This design comes from an exercise in tuning for small area on the open sky130 flow, not from production work. The RTL was checked by simulation tests, not by an equivalence proof against the original design. Power and IR drop assume default switching activity.

## run.sh

```bash
#!/bin/bash
# synth_recipe.tcl (not shown) runs the flow's synth.tcl, then flattens the netlist and writes it again
# the make line also repeats each setting of config.mk as NAME=value (left out here)
make -C /OpenROAD-flow-scripts/flow DESIGN_CONFIG=/design/flow/config.mk WORK_HOME=/design/flow/orfs CLKGATE_MAP_FILE= SYNTH_SCRIPT=/design/flow/synth_recipe.tcl finish
```

## config.mk

```make
export PLATFORM = sky130hd
export DESIGN_NAME = gwct_top
export DESIGN_NICKNAME = gwct_top
export VERILOG_FILES = /design/flow/design.v
export SDC_FILE = /design/flow/constraint.sdc
export NUM_CORES = 4
export LEC_CHECK = 0
export CAP_MARGIN = 20
export CORE_MARGIN = 2
export CORE_UTILIZATION = 40
export SLEW_MARGIN = 20
```

## constraint.sdc

```tcl
create_clock -name core_clock -period 20.0 [get_ports {clk}]
set_input_delay 4.0000 -clock core_clock [delete_from_list [all_inputs] [get_ports {clk}]]
set_output_delay 4.0000 -clock core_clock [all_outputs]
set_load 0.01 [all_outputs]
```

## design.v

```verilog
module gwct_uart #(
    parameter CLK_HZ  = 50_000_000,
    parameter BAUD    = 115_200
)(
    input            clk,
    input            rstn,
    input            rx,
    output reg       tx,
    output reg [7:0] rx_data,
    output reg       rx_valid,
    input      [7:0] tx_data,
    input            tx_valid,
    output           tx_ready
);
    localparam integer DIVISOR = CLK_HZ / BAUD;           
    localparam integer HALF    = DIVISOR / 2;
    reg rx_s0, rx_s1, rx_s2;
    always @(posedge clk) begin
        rx_s0 <= rx;
        rx_s1 <= rx_s0;
        rx_s2 <= rx_s1;
    end
    wire rx_in = rx_s2;
    localparam RX_IDLE  = 2'd0,
               RX_START = 2'd1,
               RX_DATA  = 2'd2,
               RX_STOP  = 2'd3;
    reg [1:0]  rx_state;
    reg [15:0] rx_cnt;
    reg [2:0]  rx_bit;
    reg [7:0]  rx_shift;
    always @(posedge clk or negedge rstn) begin
        if (!rstn) begin
            rx_state <= RX_IDLE;
            rx_cnt   <= 0;
            rx_bit   <= 0;
            rx_shift <= 0;
            rx_data  <= 0;
            rx_valid <= 0;
        end else begin
            rx_valid <= 0;
            case (rx_state)
                RX_IDLE: begin
                    if (!rx_in) begin
                        rx_state <= RX_START;
                        rx_cnt   <= HALF;
                    end
                end
                RX_START: begin
                    if (rx_cnt == 0) begin
                        rx_cnt   <= DIVISOR - 1;
                        rx_state <= RX_DATA;
                        rx_bit   <= 0;
                    end else begin
                        rx_cnt <= rx_cnt - 1;
                    end
                end
                RX_DATA: begin
                    if (rx_cnt == 0) begin
                        rx_shift <= {rx_in, rx_shift[7:1]};
                        rx_cnt   <= DIVISOR - 1;
                        if (rx_bit == 7)
                            rx_state <= RX_STOP;
                        else
                            rx_bit <= rx_bit + 1;
                    end else begin
                        rx_cnt <= rx_cnt - 1;
                    end
                end
                RX_STOP: begin
                    if (rx_cnt == 0) begin
                        if (rx_in) begin
                            rx_data  <= rx_shift;
                            rx_valid <= 1;
                        end
                        rx_state <= RX_IDLE;
                    end else begin
                        rx_cnt <= rx_cnt - 1;
                    end
                end
            endcase
        end
    end
    localparam TX_IDLE  = 2'd0,
               TX_START = 2'd1,
               TX_DATA  = 2'd2,
               TX_STOP  = 2'd3;
    reg [1:0]  tx_state;
    reg [15:0] tx_cnt;
    reg [2:0]  tx_bit;
    reg [7:0]  tx_shift;
    assign tx_ready = (tx_state == TX_IDLE);
    always @(posedge clk or negedge rstn) begin
        if (!rstn) begin
            tx_state <= TX_IDLE;
            tx_cnt   <= 0;
            tx_bit   <= 0;
            tx_shift <= 0;
            tx       <= 1'b1;
        end else begin
            case (tx_state)
                TX_IDLE: begin
                    tx <= 1'b1;
                    if (tx_valid) begin
                        tx_shift <= tx_data;
                        tx_state <= TX_START;
                        tx_cnt   <= DIVISOR - 1;
                        tx       <= 1'b0;
                    end
                end
                TX_START: begin
                    if (tx_cnt == 0) begin
                        tx       <= tx_shift[0];
                        tx_shift <= {1'b1, tx_shift[7:1]};
                        tx_bit   <= 0;
                        tx_cnt   <= DIVISOR - 1;
                        tx_state <= TX_DATA;
                    end else begin
                        tx_cnt <= tx_cnt - 1;
                    end
                end
                TX_DATA: begin
                    if (tx_cnt == 0) begin
                        if (tx_bit == 7) begin
                            tx       <= 1'b1;
                            tx_state <= TX_STOP;
                            tx_cnt   <= DIVISOR - 1;
                        end else begin
                            tx_bit   <= tx_bit + 1;
                            tx       <= tx_shift[0];
                            tx_shift <= {1'b1, tx_shift[7:1]};
                            tx_cnt   <= DIVISOR - 1;
                        end
                    end else begin
                        tx_cnt <= tx_cnt - 1;
                    end
                end
                TX_STOP: begin
                    if (tx_cnt == 0)
                        tx_state <= TX_IDLE;
                    else
                        tx_cnt <= tx_cnt - 1;
                end
            endcase
        end
    end
endmodule
module gwct_packet (
    input            clk,
    input            rstn,
    input      [7:0] rx_data,
    input            rx_valid,
    output reg [7:0] tx_data,
    output reg       tx_valid,
    input            tx_ready,
    output reg [31:0] cmd_addr,
    output reg [31:0] cmd_wdata,
    output reg        cmd_write,
    output reg        cmd_valid,
    input             cmd_ready,
    input      [31:0] cmd_rdata,
    input             cmd_error
);
    localparam RX_MAGIC  = 4'd0,
               RX_CMD    = 4'd1,
               RX_ADDR0  = 4'd2,
               RX_ADDR1  = 4'd3,
               RX_ADDR2  = 4'd4,
               RX_ADDR3  = 4'd5,
               RX_DATA0  = 4'd6,
               RX_DATA1  = 4'd7,
               RX_DATA2  = 4'd8,
               RX_DATA3  = 4'd9,
               RX_CHK    = 4'd10,
               RX_WAIT   = 4'd11;
    reg [3:0]  rx_state;
    reg [7:0]  rx_cmd;
    reg [31:0] rx_addr;
    reg [31:0] rx_wdata;
    reg [7:0]  rx_chk_acc;
    always @(posedge clk or negedge rstn) begin
        if (!rstn) begin
            rx_state   <= RX_MAGIC;
            rx_cmd     <= 0;
            rx_addr    <= 0;
            rx_wdata   <= 0;
            rx_chk_acc <= 0;
            cmd_addr   <= 0;
            cmd_wdata  <= 0;
            cmd_write  <= 0;
            cmd_valid  <= 0;
        end else begin
            cmd_valid <= 0;
            if (rx_state == RX_WAIT) begin
                if (tx_done)
                    rx_state <= RX_MAGIC;
            end else if (rx_valid) begin
                case (rx_state)
                    RX_MAGIC: begin
                        if (rx_data == 8'h47) begin
                            rx_chk_acc <= 8'h47;
                            rx_state   <= RX_CMD;
                        end
                    end
                    RX_CMD: begin
                        rx_cmd     <= rx_data;
                        rx_chk_acc <= rx_chk_acc ^ rx_data;
                        if (rx_data == 8'h01 || rx_data == 8'h02)
                            rx_state <= RX_ADDR0;
                        else
                            rx_state <= RX_MAGIC;
                    end
                    RX_ADDR0: begin rx_addr[ 7: 0] <= rx_data; rx_chk_acc <= rx_chk_acc ^ rx_data; rx_state <= RX_ADDR1; end
                    RX_ADDR1: begin rx_addr[15: 8] <= rx_data; rx_chk_acc <= rx_chk_acc ^ rx_data; rx_state <= RX_ADDR2; end
                    RX_ADDR2: begin rx_addr[23:16] <= rx_data; rx_chk_acc <= rx_chk_acc ^ rx_data; rx_state <= RX_ADDR3; end
                    RX_ADDR3: begin rx_addr[31:24] <= rx_data; rx_chk_acc <= rx_chk_acc ^ rx_data; rx_state <= RX_DATA0; end
                    RX_DATA0: begin rx_wdata[ 7: 0] <= rx_data; rx_chk_acc <= rx_chk_acc ^ rx_data; rx_state <= RX_DATA1; end
                    RX_DATA1: begin rx_wdata[15: 8] <= rx_data; rx_chk_acc <= rx_chk_acc ^ rx_data; rx_state <= RX_DATA2; end
                    RX_DATA2: begin rx_wdata[23:16] <= rx_data; rx_chk_acc <= rx_chk_acc ^ rx_data; rx_state <= RX_DATA3; end
                    RX_DATA3: begin rx_wdata[31:24] <= rx_data; rx_chk_acc <= rx_chk_acc ^ rx_data; rx_state <= RX_CHK;   end
                    RX_CHK: begin
                        if ((rx_chk_acc ^ rx_data) == 8'h00) begin
                            cmd_addr  <= rx_addr;
                            cmd_wdata <= rx_wdata;
                            cmd_write <= (rx_cmd == 8'h02);
                            cmd_valid <= 1;
                            rx_state  <= RX_WAIT;
                        end else begin
                            rx_state <= RX_MAGIC;
                        end
                    end
                    default: rx_state <= RX_MAGIC;
                endcase
            end
        end
    end
    localparam TX_IDLE = 3'd0,
               TX_LOAD = 3'd1,
               TX_SEND = 3'd2,
               TX_WAIT = 3'd3,    
               TX_DONE = 3'd4;
    reg [2:0]  tx_state;
    reg [2:0]  tx_idx;
    reg        tx_done;
    reg [7:0]  tx_buf0, tx_buf1, tx_buf2, tx_buf3;
    reg [7:0]  tx_buf4, tx_buf5, tx_buf6;
    reg [31:0] tx_rdata;
    reg        tx_error;
    reg [7:0]  tx_cmd;
    always @(posedge clk or negedge rstn) begin
        if (!rstn) begin
            tx_state <= TX_IDLE;
            tx_valid <= 0;
            tx_data  <= 0;
            tx_idx   <= 0;
            tx_done  <= 0;
            tx_rdata <= 0;
            tx_error <= 0;
            tx_cmd   <= 0;
            tx_buf0  <= 0; tx_buf1 <= 0; tx_buf2 <= 0; tx_buf3 <= 0;
            tx_buf4  <= 0; tx_buf5 <= 0; tx_buf6 <= 0;
        end else begin
            tx_valid <= 0;
            tx_done  <= 0;
            case (tx_state)
                TX_IDLE: begin
                    if (cmd_ready) begin
                        tx_rdata <= cmd_rdata;
                        tx_error <= cmd_error;
                        tx_cmd   <= rx_cmd;
                        tx_state <= TX_LOAD;
                    end
                end
                TX_LOAD: begin
                    tx_buf0 <= 8'h47;
                    tx_buf1 <= tx_error ? 8'hFF : tx_cmd;
                    tx_buf2 <= tx_error ? 8'h00 : tx_rdata[ 7: 0];
                    tx_buf3 <= tx_error ? 8'h00 : tx_rdata[15: 8];
                    tx_buf4 <= tx_error ? 8'h00 : tx_rdata[23:16];
                    tx_buf5 <= tx_error ? 8'h00 : tx_rdata[31:24];
                    tx_buf6 <= 8'h47
                               ^ (tx_error ? 8'hFF : tx_cmd)
                               ^ (tx_error ? 8'h00 : tx_rdata[ 7: 0])
                               ^ (tx_error ? 8'h00 : tx_rdata[15: 8])
                               ^ (tx_error ? 8'h00 : tx_rdata[23:16])
                               ^ (tx_error ? 8'h00 : tx_rdata[31:24]);
                    tx_idx   <= 0;
                    tx_state <= TX_SEND;
                end
                TX_SEND: begin
                    if (tx_ready) begin
                        case (tx_idx)
                            3'd0: tx_data <= tx_buf0;
                            3'd1: tx_data <= tx_buf1;
                            3'd2: tx_data <= tx_buf2;
                            3'd3: tx_data <= tx_buf3;
                            3'd4: tx_data <= tx_buf4;
                            3'd5: tx_data <= tx_buf5;
                            3'd6: tx_data <= tx_buf6;
                            default: tx_data <= 8'h00;
                        endcase
                        tx_valid <= 1;
                        tx_state <= TX_WAIT;
                    end
                end
                TX_WAIT: begin
                    if (!tx_ready) begin
                        if (tx_idx == 3'd6)
                            tx_state <= TX_DONE;
                        else begin
                            tx_idx   <= tx_idx + 3'd1;
                            tx_state <= TX_SEND;
                        end
                    end
                end
                TX_DONE: begin
                    tx_done  <= 1;
                    tx_state <= TX_IDLE;
                end
            endcase
        end
    end
endmodule
module gwct_apb_master (
    input            clk,
    input            rstn,
    input  [31:0]    cmd_addr,
    input  [31:0]    cmd_wdata,
    input            cmd_write,
    input            cmd_valid,      
    output reg       cmd_ready,      
    output reg [31:0] cmd_rdata,     
    output reg       cmd_error,      
    output reg [31:0] PADDR,
    output reg        PSEL,
    output reg        PENABLE,
    output reg        PWRITE,
    output reg [31:0] PWDATA,
    output reg [3:0]  PSTRB,
    output reg [2:0]  PPROT,
    input  [31:0]    PRDATA,
    input            PREADY,
    input            PSLVERR
);
    localparam ST_IDLE   = 2'd0,
               ST_SETUP  = 2'd1,    
               ST_ACCESS = 2'd2,    
               ST_DONE   = 2'd3;    
    reg [1:0] state;
    always @(posedge clk or negedge rstn) begin
        if (!rstn) begin
            state      <= ST_IDLE;
            PADDR      <= 0;
            PSEL       <= 0;
            PENABLE    <= 0;
            PWRITE     <= 0;
            PWDATA     <= 0;
            PSTRB      <= 4'hF;      
            PPROT      <= 3'b000;    
            cmd_ready  <= 0;
            cmd_rdata  <= 0;
            cmd_error  <= 0;
        end else begin
            cmd_ready <= 0;
            case (state)
                ST_IDLE: begin
                    PSEL    <= 0;
                    PENABLE <= 0;
                    if (cmd_valid) begin
                        PADDR   <= cmd_addr;
                        PWRITE  <= cmd_write;
                        PWDATA  <= cmd_wdata;
                        PSTRB   <= 4'hF;
                        PSEL    <= 1;
                        PENABLE <= 0;
                        state   <= ST_SETUP;
                    end
                end
                ST_SETUP: begin
                    PENABLE <= 1;
                    state   <= ST_ACCESS;
                end
                ST_ACCESS: begin
                    if (PREADY) begin
                        cmd_rdata <= PRDATA;
                        cmd_error <= PSLVERR;
                        PSEL      <= 0;
                        PENABLE   <= 0;
                        state     <= ST_DONE;
                    end
                end
                ST_DONE: begin
                    cmd_ready <= 1;
                    state     <= ST_IDLE;
                end
            endcase
        end
    end
endmodule
module gwct_top #(
    parameter CLK_HZ = 50_000_000,
    parameter BAUD   = 115_200
)(
    input        clk,
    input        rstn,
    input        gwct_rx,
    output       gwct_tx,
    output [31:0] PADDR,
    output        PSEL,
    output        PENABLE,
    output        PWRITE,
    output [31:0] PWDATA,
    output [3:0]  PSTRB,
    output [2:0]  PPROT,
    input  [31:0] PRDATA,
    input         PREADY,
    input         PSLVERR
);
    wire [7:0] uart_rx_data;
    wire       uart_rx_valid;
    wire [7:0] uart_tx_data;
    wire       uart_tx_valid;
    wire       uart_tx_ready;
    wire [31:0] cmd_addr;
    wire [31:0] cmd_wdata;
    wire        cmd_write;
    wire        cmd_valid;
    wire        cmd_ready;
    wire [31:0] cmd_rdata;
    wire        cmd_error;
    gwct_uart #(
        .CLK_HZ (CLK_HZ),
        .BAUD   (BAUD)
    ) u_uart (
        .clk      (clk),
        .rstn     (rstn),
        .rx       (gwct_rx),
        .tx       (gwct_tx),
        .rx_data  (uart_rx_data),
        .rx_valid (uart_rx_valid),
        .tx_data  (uart_tx_data),
        .tx_valid (uart_tx_valid),
        .tx_ready (uart_tx_ready)
    );
    gwct_packet u_packet (
        .clk       (clk),
        .rstn      (rstn),
        .rx_data   (uart_rx_data),
        .rx_valid  (uart_rx_valid),
        .tx_data   (uart_tx_data),
        .tx_valid  (uart_tx_valid),
        .tx_ready  (uart_tx_ready),
        .cmd_addr  (cmd_addr),
        .cmd_wdata (cmd_wdata),
        .cmd_write (cmd_write),
        .cmd_valid (cmd_valid),
        .cmd_ready (cmd_ready),
        .cmd_rdata (cmd_rdata),
        .cmd_error (cmd_error)
    );
    gwct_apb_master u_apb (
        .clk       (clk),
        .rstn      (rstn),
        .cmd_addr  (cmd_addr),
        .cmd_wdata (cmd_wdata),
        .cmd_write (cmd_write),
        .cmd_valid (cmd_valid),
        .cmd_ready (cmd_ready),
        .cmd_rdata (cmd_rdata),
        .cmd_error (cmd_error),
        .PADDR     (PADDR),
        .PSEL      (PSEL),
        .PENABLE   (PENABLE),
        .PWRITE    (PWRITE),
        .PWDATA    (PWDATA),
        .PSTRB     (PSTRB),
        .PPROT     (PPROT),
        .PRDATA    (PRDATA),
        .PREADY    (PREADY),
        .PSLVERR   (PSLVERR)
    );
endmodule
```

==> run summary <==
* Area Growth Syn to Fin at 17.06%
* Final setup fails at 0
* Flop and latch count out of synthesis at 430
* Final Hold Viols at 0
* Chip height at 218.6 um
* Max_slew headroom at 35.04%
* CP cell instances: buf_8, buf_12, buf_4
* Clk root buf: clkbuf_16
* Final GP Congestion at 0.8142
* Clk_skew at 17.00 ps
* Mapped Avg Cell Area at 12.77 um^2
* Min Tclk post-route at 5799 ps
* Crit-path max FO at 169
* Filler Cell Count at 4052
* Max Fclk at 0.1724 GHz
* Sequential fraction of the synthesis area at 58.34%
* Post-synth EDFFs at 0
* TritonCTS buffer count at 46
* Total Power at 1.771 mW
* # port buffers at 104
* RSZ-0062 raised after global routing: no
* Vias in the first global route at 11630
* Grt total ovfl at 0
* Setup ws final at 14200 ps
* # Post-CTS Setup Buffers at 0
* P per Cell Area at 82.15 nW/um^2
* CP startpoint kind: input pin
* Post-route ant nets at 0
* Hpwl dp at 24580 um
* IO Pins at 112
* Clock Latency Late Sink at 590 ps
* Initial Utilization at 40.59%
* N_diodes at 0
* Site Rows at 78
* Worst-margin pin slew at 974.5 ps
* CTS resizes at 0
* Netlist cell types at 66
* WS Path Type: input pin to asynchronous set/reset pin
* Mapped Area at 18420 um^2
* Vias per inst at 5.233
* Commonest non-fill, non-tap cell in the layout: dfrtp_1
* First-pass iteration count of the detailed router at 7
* Post-CTS Hold Buffers at 0
* Clock Sink Count at 430
* IR Drop Worst-Case VDD at 0.06661 mV
* Worst Setup End Kind: asynchronous set/reset pin
* Drt drc at 0
* CTS max path bufs at 3
* Pin count of the biggest net entering global routing at 170
* Worst Setup SP: rstn
* Status: finished clean
* Post-DR wirelength/cell at 18.02 um
* Tot GR Track Use at 16.80%
* Global-route wire length before repair at 63770 um
* Hold wc startpoint: u_uart.rx_s1$_DFF_P_
* H-tree depth at 2
* Top cell family by delay on the critical path: buffers and inverters
* Max stage delay on crit path at 880 ps
* Initial DRC count at 609
* Syn. warnings at 3
* CP bufs+invs at 3
* CTS tree: yes
* Die width at 218.6 um
* Commonest cells after routing, fill and taps aside: 426 x dfrtp_1, 307 x mux2_2, 103 x clkdlybuf4s50_1
* Hold_ws at 322.4 ps
* Main synth FF type: dfrtp_1
* Core ar. at 45380 um^2
* Arr. time, crit path at 6360 ps
* Share of cells above drive strength 1 at 26.44%
* Fin. max-slew vios at 0
* Worst slack, placed at 13430 ps
* DR vias at 11310
* Die ar. at 47790 um^2
* Cells after synthesis at 1442
* CP required at 20560 ps
* Critical path's slowest cell: buf_4
* DRT Wirelength at 38950 um
* Initial antenna violation count at 0
* Hold crit path type: flop to flop
* Leak pwr at 10.34 nW
* Sum Neg Setup Slack at 0 ps
* Worst R2R Start: u_uart.tx_cnt[0]$_DFFE_PN0P_
* Reg clk slew, reported paths at 60 ps
* Nets@finish at 1587
* Max_cap viols at 0
* Tcrit/Tclk final at 28.99%
* Share of flip-flops with an asynchronous set or reset at 99.30%
## logic make-up (layout without fill, tap and decap cells)
logic type / after synthesis / after routing / synth area share [%]
AO/OA/AOI/OAI: 223 / 223 / 7.621
XOR/XNOR: 50 / 50 / 2.377
adder cells (fa/ha/maj): 24 / 24 / 1.630
buffers and inverters: 109 / 224 / 2.459
flip-flops: 430 / 430 / 58.34
multiplexers: 320 / 320 / 19.66
other: 2 / 7 / 0.04077
AND/OR/NAND/NOR: 284 / 284 / 7.872
## path summary, 6_finish.rpt
kind	end	slack, ps	cells past startpoint
worst min-delay path	u_uart.rx_s2$_DFF_P_	320	0
worst max register to register	u_uart.tx_shift[5]$_DFFE_PN0P_	16730	7
min in group asynchronous	u_apb.cmd_rdata[18]$_DFFE_PN0P_	3450	1
worst min register to register	u_uart.rx_s2$_DFF_P_	320	0
worst max-delay path	u_packet.rx_addr[8]$_DFFE_PN0P_	14200	3
max in group core_clock	gwct_tx	14370	1
## synth_stat cells (all sizes together), types with 3 or more instances
cell type | instances | area (um^2)
nor4 | 9 | 71.32
a21o | 3 | 22.52
o41ai | 4 | 35.03
mux2 | 314 | 3562
mux2i | 6 | 60.06
a211oi | 6 | 45.04
o31ai | 6 | 45.04
nand3 | 10 | 50.05
or3 | 10 | 62.56
xor2 | 17 | 148.9
a222oi | 7 | 70.07
a22o | 11 | 96.34
nor2b | 9 | 56.30
or4 | 11 | 82.58
a221oi | 7 | 67.56
dfrtp | 426 | 10660
inv | 25 | 93.84
nor3 | 12 | 60.06
dfxtp | 3 | 60.06
and4b | 3 | 30.03
nand2b | 46 | 287.8
ha | 24 | 300.3
nor3b | 5 | 37.54
a31oi | 4 | 25.02
clkbuf | 64 | 240.2
o22a | 10 | 87.58
nand4 | 5 | 31.28
a22oi | 6 | 45.04
a21oi | 46 | 230.2
nor2 | 67 | 251.5
o21ai | 94 | 470.5
xnor2 | 33 | 289.0
buf | 20 | 118.9
or2 | 4 | 25.02
nand2 | 82 | 307.8
## layer usage
layer,vias up,track usage (%),wire length (um)
li1,5262,-,-
met2,196,27.05,18510
met1,5802,23.12,18070
met5,-,0,0
met3,53,2.965,1538
met4,0,5.215,838
## flip-flops by register name (all words and copies together), names as in the netlist, 16 cells and up
signal / flops
u_apb.cmd_rdata: 32
u_packet.rx_addr: 32
u_packet.cmd_addr: 32
u_apb.PWDATA: 32
u_packet.rx_wdata: 32
u_apb.PADDR: 32
u_packet.tx_rdata: 32
u_uart.rx_cnt: 16
u_packet.cmd_wdata: 32
u_uart.tx_cnt: 16
## area by class of cell
class,instances,area (um^2),share of cell area [%]
clock buffer,67,1340,6.214
clock inverter,17,235.2,1.091
inverter,25,93.84,0.4352
multi-input combinational,908,7256,33.65
sequential,430,10750,49.84
tap,600,750.7,3.481
timing repair buffer,115,1141,5.292
## where the power goes
group	total, mW	internal [mW]	switching (mW)
Sequential	0.871	0.870	0.000300
Combinational	0.0250	0.00692	0.0181
Clock	0.876	0.521	0.355
## per-stage QoR
stage	utilization (%)	area [um^2]	std cells
after floorplan	-	18440	1447
after global placement	44.04	19990	2078
after detailed placement	44.04	19990	2078
after CTS	47.52	21560	2162
after global routing	47.52	21560	2162
final	47.52	21560	2162

-- afterwards: timing with drivers on the ports --
The flow's constraints put no driver on any port. The routed layout listed below was extracted and timed again, unchanged, in two steps.
Step 1 sets driving cells, clkbuf_16 on the clock port and buf_2 on the other inputs (assumed; they add their load-dependent delay and slew).
Step 2, shift: input delay + t, output delay - t, t = (earliest + latest rising clock arrival at the registers) / 2. This alone moves slack from input paths to output paths.
Three values: ideal, step 1, step 2; two values: the first two.
shift t [ns]: 0.633
setup slack, ns: 14.201 / 14.207 / 13.574
worst setup path at the end: input, reset recovery
After both steps this run still meets setup and hold. The setup slack of this run moves by +0.006 ns with the drivers and by -0.627 ns with both steps. Setup slack includes reset recovery checks.
